Background: an optimization exercise with open tools, aiming at small area, a short achievable clock period and few clock cycles. Do not read the settings as production practice. Power figures rest on the tool's default switching activity, not on a simulated workload.

==> run a: inputs <==
==> flow/design.v (excerpt) <==
module multipler_top #(
    parameter integer DATA_LENGTH       = 64,
    parameter integer BLOCK_LENGTH      = 16,
    parameter integer LENGTH            = 16
) (
    input  logic                        clk_i,
    input  logic                        rst_ni,
    input  logic                        start_i,
    output logic                        busy_o,
    output logic                        finish_o,
    input  logic [DATA_LENGTH-1:0]      indata_a_i,
    input  logic [DATA_LENGTH-1:0]      indata_b_i,
    output logic [DATA_LENGTH*2-1:0]    outdata_r_o
);
clock: 10.0 ns
lec_check: 0
cap_margin: 20
core_margin: 2
core_utilization: 45
slew_margin: 20
standard.sh (not shown) runs the stock make flow with config.mk's settings and CLKGATE_MAP_FILE= SYNTH_SCRIPT=/design/flow/synth_recipe.tcl, a recipe that flattens the netlist after the stock synthesis.
==> flow/flow/run.sh <==
#!/bin/bash
set -euo pipefail
MARGIN=$(cat flow/margin.txt)
{
  echo "include $(pwd)/config.mk"
  echo "export SETUP_SLACK_MARGIN = $MARGIN"
} > margin_config.mk
sed "s#DESIGN_CONFIG=[^ ]*#DESIGN_CONFIG=$(pwd)/margin_config.mk#" standard.sh > standard_margin.sh
bash standard_margin.sh > standard.log 2>&1
==> flow/flow/margin.txt <==
6.5
==> run b: changes against run a <==
==> flow/run.sh (new file) <==
#!/bin/bash
# synth_recipe.tcl (not shown) runs the flow's synth.tcl, then flattens the netlist and writes it again
# the make line also repeats each setting of config.mk as NAME=value (left out here)
make -C /OpenROAD-flow-scripts/flow DESIGN_CONFIG=/design/flow/config.mk WORK_HOME=/design/flow/orfs CLKGATE_MAP_FILE= SYNTH_SCRIPT=/design/flow/synth_recipe.tcl finish
Settings changed: SETUP_SLACK_MARGIN set to 5.
removed: flow/flow/run.sh
removed: flow/flow/margin.txt
removed: flow/standard.sh
==> results.py <==
metrics = {
    "power_and_ir_drop": {
        "power_frac_seq_pct": 14.4,
    },
    "hold_path": {
        "min_from": "b_q[24]",
    },
    "setup_path": {
        "r2r-start": "neg_q[2]",
    },
    "status": {
        "status": "complete, no violations",
    },
}
The numbers above come from run b.

==> results.py <==
metrics = {
    "status": {
        "status": "complete, no violations",
    },
    "hold_path": {
        "min_from": "b_q[25]",
    },
    "place": {
        "hpwl_um": 64200,
    },
    "timing": {
        "fmax_ghz": 0.259,
    },
    "synthesis": {
        "yosysUniqueCellTypes": 63,
    },
    "power_and_ir_drop": {
        "power_frac_seq_pct": 12.5,
    },
}
The numbers above come from run a.

No run of this note included a check of the RTL's function; only the layout flow was run.

========
==> inputs of exp/fjord <==
Another version of the RTL of multipler_top (not shown whole).
==> flow/config.mk <==
export PLATFORM = sky130hd
export DESIGN_NAME = multipler_top
export DESIGN_NICKNAME = multipler_top
export VERILOG_FILES = /design/flow/design.v
export SDC_FILE = /design/flow/constraint.sdc
export NUM_CORES = 4
export LEC_CHECK = 0
export CAP_MARGIN = 20
export CORE_MARGIN = 2
export CORE_UTILIZATION = 45
export SLEW_MARGIN = 20
==> flow/constraint.sdc <==
create_clock -name core_clock -period 10.0 [get_ports {clk_i}]
set_input_delay 2.0000 -clock core_clock [delete_from_list [all_inputs] [get_ports {clk_i}]]
set_output_delay 2.0000 -clock core_clock [all_outputs]
set_load 0.01 [all_outputs]
==> flow/flow/run.sh <==
#!/bin/bash
set -euo pipefail
MARGIN=$(cat flow/margin.txt)
{
  echo "include $(pwd)/config.mk"
  echo "export SETUP_SLACK_MARGIN = $MARGIN"
} > margin_config.mk
sed "s#DESIGN_CONFIG=[^ ]*#DESIGN_CONFIG=$(pwd)/margin_config.mk#" standard.sh > standard_margin.sh
bash standard_margin.sh > standard.log 2>&1
==> flow/flow/margin.txt <==
6.5
==> inputs of exp/quartz, as changes to exp/fjord <==
--- a/flow/design.v
+++ b/flow/design.v
@@ -31,10 +31,11 @@
 localparam integer N  = 6;
 localparam integer NK = 72;
 localparam integer M  = 67;
 localparam integer W  = 79;
 logic st_run, st_cpa, st_fin;
+logic busy_q;
 logic [2:0] cnt_q;
 wire  st_idle = ~(st_run | st_cpa | st_fin);
 wire  first   = (cnt_q == '0);
 logic [63:0]   a_q;       
 logic [NK-1:0] b_q;       
@@ -43,18 +44,20 @@
 logic [K-1:0]  ls_q;      
 logic [K-1:0]  lc_q;      
 logic          cy_q;      
 logic [R-1:0]  one_q;     
 logic [R-1:0]  two_q;     
-logic [R-1:0]  neg_q;     
+logic [R-1:0]  pos_q;     
 always_ff @(posedge clk_i) begin
     if (!rst_ni) begin
         st_run <= 1'b0;
         st_cpa <= 1'b0;
         st_fin <= 1'b0;
+        busy_q <= 1'b0;
         cnt_q  <= '0;
     end else begin
+        busy_q <= (st_idle & start_i) | st_run;
         st_run <= (st_idle & start_i) | (st_run & ~(cnt_q == N-1));
         st_cpa <= st_run & (cnt_q == N-1);
         st_fin <= st_cpa;
         cnt_q  <= st_run ? cnt_q + 1'b1 : '0;
     end
@@ -70,18 +73,19 @@
 assign one_nx[3] = (b_q[18] ^ b_q[17]); assign two_nx[3] = ((b_q[19] & ~b_q[18] & ~b_q[17]) | (~b_q[19] & b_q[18] & b_q[17])); assign neg_nx[3] = b_q[19];
 assign one_in[4] = (indata_b_i[8] ^ indata_b_i[7]); assign two_in[4] = ((indata_b_i[9] & ~indata_b_i[8] & ~indata_b_i[7]) | (~indata_b_i[9] & indata_b_i[8] & indata_b_i[7])); assign neg_in[4] = indata_b_i[9];
 assign one_nx[4] = (b_q[20] ^ b_q[19]); assign two_nx[4] = ((b_q[21] & ~b_q[20] & ~b_q[19]) | (~b_q[21] & b_q[20] & b_q[19])); assign neg_nx[4] = b_q[21];
 assign one_in[5] = (indata_b_i[10] ^ indata_b_i[9]); assign two_in[5] = ((indata_b_i[11] & ~indata_b_i[10] & ~indata_b_i[9]) | (~indata_b_i[11] & indata_b_i[10] & indata_b_i[9])); assign neg_in[5] = indata_b_i[11];
 assign one_nx[5] = (b_q[22] ^ b_q[21]); assign two_nx[5] = ((b_q[23] & ~b_q[22] & ~b_q[21]) | (~b_q[23] & b_q[22] & b_q[21])); assign neg_nx[5] = b_q[23];
+wire [R-1:0] neg = ~pos_q;
 wire [64:0] a_x1 = {1'b0, a_q};
 wire [64:0] a_x2 = {a_q, 1'b0};
-wire [65:0] pp0 = {~neg_q[0], ((a_x1 & {65{one_q[0]}}) | (a_x2 & {65{two_q[0]}})) ^ {65{neg_q[0]}}};
-wire [65:0] pp1 = {~neg_q[1], ((a_x1 & {65{one_q[1]}}) | (a_x2 & {65{two_q[1]}})) ^ {65{neg_q[1]}}};
-wire [65:0] pp2 = {~neg_q[2], ((a_x1 & {65{one_q[2]}}) | (a_x2 & {65{two_q[2]}})) ^ {65{neg_q[2]}}};
-wire [65:0] pp3 = {~neg_q[3], ((a_x1 & {65{one_q[3]}}) | (a_x2 & {65{two_q[3]}})) ^ {65{neg_q[3]}}};
-wire [65:0] pp4 = {~neg_q[4], ((a_x1 & {65{one_q[4]}}) | (a_x2 & {65{two_q[4]}})) ^ {65{neg_q[4]}}};
-wire [65:0] pp5 = {~neg_q[5], ((a_x1 & {65{one_q[5]}}) | (a_x2 & {65{two_q[5]}})) ^ {65{neg_q[5]}}};
+wire [65:0] pp0 = {pos_q[0], ~(((a_x1 & {65{one_q[0]}}) | (a_x2 & {65{two_q[0]}})) ^ {65{pos_q[0]}})};
+wire [65:0] pp1 = {pos_q[1], ~(((a_x1 & {65{one_q[1]}}) | (a_x2 & {65{two_q[1]}})) ^ {65{pos_q[1]}})};
+wire [65:0] pp2 = {pos_q[2], ~(((a_x1 & {65{one_q[2]}}) | (a_x2 & {65{two_q[2]}})) ^ {65{pos_q[2]}})};
+wire [65:0] pp3 = {pos_q[3], ~(((a_x1 & {65{one_q[3]}}) | (a_x2 & {65{two_q[3]}})) ^ {65{pos_q[3]}})};
+wire [65:0] pp4 = {pos_q[4], ~(((a_x1 & {65{one_q[4]}}) | (a_x2 & {65{two_q[4]}})) ^ {65{pos_q[4]}})};
+wire [65:0] pp5 = {pos_q[5], ~(((a_x1 & {65{one_q[5]}}) | (a_x2 & {65{two_q[5]}})) ^ {65{pos_q[5]}})};
 wire [R-1:0] cb;
 assign cb[0] = 1'b1;
 assign cb[1] = (cnt_q <= 3'd4);
 assign cb[2] = (cnt_q <= 3'd4);
 assign cb[3] = (cnt_q <= 3'd4);
@@ -106,12 +110,12 @@
 assign hc12 = pp3[3] & pp4[1];
 assign fs13 = pp0[10] ^ pp1[8] ^ pp2[6];
 assign fc14 = (pp0[10] & pp1[8]) | (pp0[10] & pp2[6]) | (pp1[8] & pp2[6]);
 assign fs15 = pp3[4] ^ pp4[2] ^ pp5[0];
 assign fc16 = (pp3[4] & pp4[2]) | (pp3[4] & pp5[0]) | (pp4[2] & pp5[0]);
-assign hs17 = neg_q[5] ^ s_g[10];
-assign hc18 = neg_q[5] & s_g[10];
+assign hs17 = neg[5] ^ s_g[10];
+assign hc18 = neg[5] & s_g[10];
 assign fs19 = pp0[11] ^ pp1[9] ^ pp2[7];
 assign fc20 = (pp0[11] & pp1[9]) | (pp0[11] & pp2[7]) | (pp1[9] & pp2[7]);
 assign fs21 = pp3[5] ^ pp4[3] ^ pp5[1];
 assign fc22 = (pp3[5] & pp4[3]) | (pp3[5] & pp5[1]) | (pp4[3] & pp5[1]);
 assign hs23 = s_g[11] ^ c_g[11];
@@ -452,26 +456,26 @@
 assign hc358 = pp0[2] & pp1[0];
 assign hs359 = pp0[3] ^ pp1[1];
 assign hc360 = pp0[3] & pp1[1];
 assign fs361 = pp0[4] ^ pp1[2] ^ pp2[0];
 assign fc362 = (pp0[4] & pp1[2]) | (pp0[4] & pp2[0]) | (pp1[2] & pp2[0]);
-assign hs363 = neg_q[2] ^ s_g[4];
-assign hc364 = neg_q[2] & s_g[4];
+assign hs363 = neg[2] ^ s_g[4];
+assign hc364 = neg[2] & s_g[4];
 assign fs365 = pp0[5] ^ pp1[3] ^ pp2[1];
 assign fc366 = (pp0[5] & pp1[3]) | (pp0[5] & pp2[1]) | (pp1[3] & pp2[1]);
 assign hs367 = s_g[5] ^ c_g[5];
 assign hc368 = s_g[5] & c_g[5];
-assign fs369 = pp2[2] ^ pp3[0] ^ neg_q[3];
-assign fc370 = (pp2[2] & pp3[0]) | (pp2[2] & neg_q[3]) | (pp3[0] & neg_q[3]);
+assign fs369 = pp2[2] ^ pp3[0] ^ neg[3];
+assign fc370 = (pp2[2] & pp3[0]) | (pp2[2] & neg[3]) | (pp3[0] & neg[3]);
 assign fs371 = s_g[6] ^ c_g[6] ^ hs1;
 assign fc372 = (s_g[6] & c_g[6]) | (s_g[6] & hs1) | (c_g[6] & hs1);
 assign fs373 = pp2[3] ^ pp3[1] ^ s_g[7];
 assign fc374 = (pp2[3] & pp3[1]) | (pp2[3] & s_g[7]) | (pp3[1] & s_g[7]);
 assign fs375 = c_g[7] ^ hs3 ^ hc2;
 assign fc376 = (c_g[7] & hs3) | (c_g[7] & hc2) | (hs3 & hc2);
-assign fs377 = neg_q[4] ^ s_g[8] ^ c_g[8];
-assign fc378 = (neg_q[4] & s_g[8]) | (neg_q[4] & c_g[8]) | (s_g[8] & c_g[8]);
+assign fs377 = neg[4] ^ s_g[8] ^ c_g[8];
+assign fc378 = (neg[4] & s_g[8]) | (neg[4] & c_g[8]) | (s_g[8] & c_g[8]);
 assign fs379 = fs5 ^ hs7 ^ hc4;
 assign fc380 = (fs5 & hs7) | (fs5 & hc4) | (hs7 & hc4);
 assign fs381 = s_g[9] ^ c_g[9] ^ fs9;
 assign fc382 = (s_g[9] & c_g[9]) | (s_g[9] & fs9) | (c_g[9] & fs9);
 assign fs383 = hs11 ^ fc6 ^ hc8;
@@ -714,16 +718,16 @@
 assign fc620 = (pp4[60] & pp5[58]) | (pp4[60] & fc356) | (pp5[58] & fc356);
 assign fs621 = pp2[65] ^ pp3[63] ^ pp4[61];
 assign fc622 = (pp2[65] & pp3[63]) | (pp2[65] & pp4[61]) | (pp3[63] & pp4[61]);
 assign hs623 = cb[2] ^ pp3[64];
 assign hc624 = cb[2] & pp3[64];
-assign hs625 = pp0[0] ^ neg_q[0];
-assign hc626 = pp0[0] & neg_q[0];
+assign hs625 = pp0[0] ^ neg[0];
+assign hc626 = pp0[0] & neg[0];
 assign hs627 = pp0[1] ^ s_g[1];
 assign hc628 = pp0[1] & s_g[1];
-assign fs629 = neg_q[1] ^ s_g[2] ^ c_g[2];
-assign fc630 = (neg_q[1] & s_g[2]) | (neg_q[1] & c_g[2]) | (s_g[2] & c_g[2]);
+assign fs629 = neg[1] ^ s_g[2] ^ c_g[2];
+assign fc630 = (neg[1] & s_g[2]) | (neg[1] & c_g[2]) | (s_g[2] & c_g[2]);
 assign fs631 = s_g[3] ^ c_g[3] ^ hs359;
 assign fc632 = (s_g[3] & c_g[3]) | (s_g[3] & hs359) | (c_g[3] & hs359);
 assign fs633 = c_g[4] ^ fs361 ^ hs363;
 assign fc634 = (c_g[4] & fs361) | (c_g[4] & hs363) | (fs361 & hs363);
 assign fs635 = fs365 ^ hs367 ^ fc362;
@@ -1168,12 +1172,12 @@
 assign csa_c[76] = 1'b0;
 assign csa_s[77] = 1'b0;
 assign csa_c[77] = 1'b0;
 assign csa_s[78] = 1'b0;
 assign csa_c[78] = 1'b0;
-wire [K:0]  low_sum = {1'b0, ls_q} + {1'b0, lc_q} + {{K{1'b0}}, cy_q};
 wire [67:0] full_sum;
+wire low_cy;
 wire [67:0] pa_p0, pa_g0;
 assign pa_p0 = {s_q[55:0], ls_q} ^ {c_q[55:0], lc_q};
 assign pa_g0 = {s_q[55:0], ls_q} & {c_q[55:0], lc_q};
 wire [67:0] pa_G_0, pa_P_0;
 assign pa_G_0 = {pa_g0[67:1], pa_g0[0] | (pa_p0[0] & cy_q)};
@@ -2136,21 +2140,22 @@
 assign pa_G_7[66] = pa_G_6[66] | (pa_P_6[66] & pa_G_6[63]);
 assign pa_P_7[66] = pa_P_6[66] & pa_P_6[63];
 assign pa_G_7[67] = pa_G_6[67] | (pa_P_6[67] & pa_G_6[63]);
 assign pa_P_7[67] = pa_P_6[67] & pa_P_6[63];
 assign full_sum = pa_p0 ^ {pa_G_7[66:0], cy_q};
+assign low_cy = pa_G_7[11];
 always_ff @(posedge clk_i) begin
     a_q   <= st_idle ? indata_a_i : a_q;
-    b_q   <= st_idle ? {{(NK-64){1'b0}}, indata_b_i} : {low_sum[K-1:0], b_q[NK-1:K]};
+    b_q   <= st_idle ? {{(NK-64){1'b0}}, indata_b_i} : {full_sum[K-1:0], b_q[NK-1:K]};
     one_q <= st_idle ? one_in : one_nx;
     two_q <= st_idle ? two_in : two_nx;
-    neg_q <= st_idle ? neg_in : neg_nx;
+    pos_q <= st_idle ? ~neg_in : ~neg_nx;
     s_q   <= st_cpa ? {{(M-56){1'b0}}, full_sum[67:K]} : csa_s[W-1:K];
     c_q   <= csa_c[W-1:K];
     ls_q  <= csa_s[K-1:0];
     lc_q  <= csa_c[K-1:0];
-    cy_q  <= st_run & ~first & low_sum[K];
+    cy_q  <= st_run & ~first & low_cy;
 end
-assign busy_o      = st_run | st_cpa;
+assign busy_o      = busy_q;
 assign finish_o    = st_fin;
 assign outdata_r_o = {s_q[55:0], b_q};
 endmodule
==> flow/flow/run.sh (replaced) <==
#!/bin/bash
set -euo pipefail
{
  echo "include $(pwd)/config.mk"
  cat flow/extra.mk
} > extra_config.mk
sed "s#DESIGN_CONFIG=[^ ]*#DESIGN_CONFIG=$(pwd)/extra_config.mk#" standard.sh > standard_extra.sh
bash standard_extra.sh > standard.log 2>&1
==> flow/flow/extra.mk (new file) <==
export SETUP_SLACK_MARGIN = 6.5
export BUFFER_PORTS_ARGS = -buffer_cell sky130_fd_sc_hd__buf_1
removed: flow/flow/margin.txt
==> metrics.md <==
| Metric | Value |
|---|---|
| Total power | 14800 uW |
| Largest regs | b_q: 69 flops, a_q: 64 flops, c_q: 64 flops |
| Multi-Input Combinational | 2077 |
| Delay-heaviest family, CP | compound AO/OA/AOI/OAI gates |
| Post-route insts no fill | 4297 |
| Die width | 262 um |
| Register area share after synthesis | 22.7% |
| Status | complete, no violations |
Source of the figures above: exp/fjord

==> metrics.md <==
| Metric | Value |
|---|---|
| Total negative slack | 0 ps |
| NetSw | 7120 uW |
| Status | complete, no violations |
| FP Rows | 95 |
| Multi-Input Combinational | roughly 2100 |
| Root buffer cell | clkbuf_16 |
| Delay-heaviest family, CP | adder cells |
| HPWL after detailed placement | 67300 um |
| Register area share after synthesis | 22.9% |
Source of the figures above: exp/quartz

Function was not checked in any run of this note: the RTL went through the layout flow alone.

re-timing with driven ports:
Ports are ideal in the flow. The routed layouts listed here were re-timed in OpenROAD. Step 1 sets driving cells, clkbuf_16 on the clock port and buf_2 on the other inputs (assumed; they add their load-dependent delay and slew). Step 2 moves the port delays by t, midway between the first and last clock arrival at a register: inputs arrive t later, outputs are due t later. That takes back most of the time a late clock gives input paths. Slacks: ideal ports / drivers / drivers and shift; pairs: ideal ports / drivers.
| run | t, ns | setup WS [ns] | pins driven straight from the clock port |
|---|---|---|---|
| run a | 0.664 | 6.134 / 6.134 / 6.134 | 1 |
| run b | 0.661 | 5.117 / 5.117 / 5.117 | 1 |
| exp/fjord | 0.651 | 6.083 / 6.083 / 6.083 | 1 |
| exp/quartz | 0.645 | 6.168 / 6.168 / 6.168 | 1 |
After both steps setup and hold are still met in every run listed.
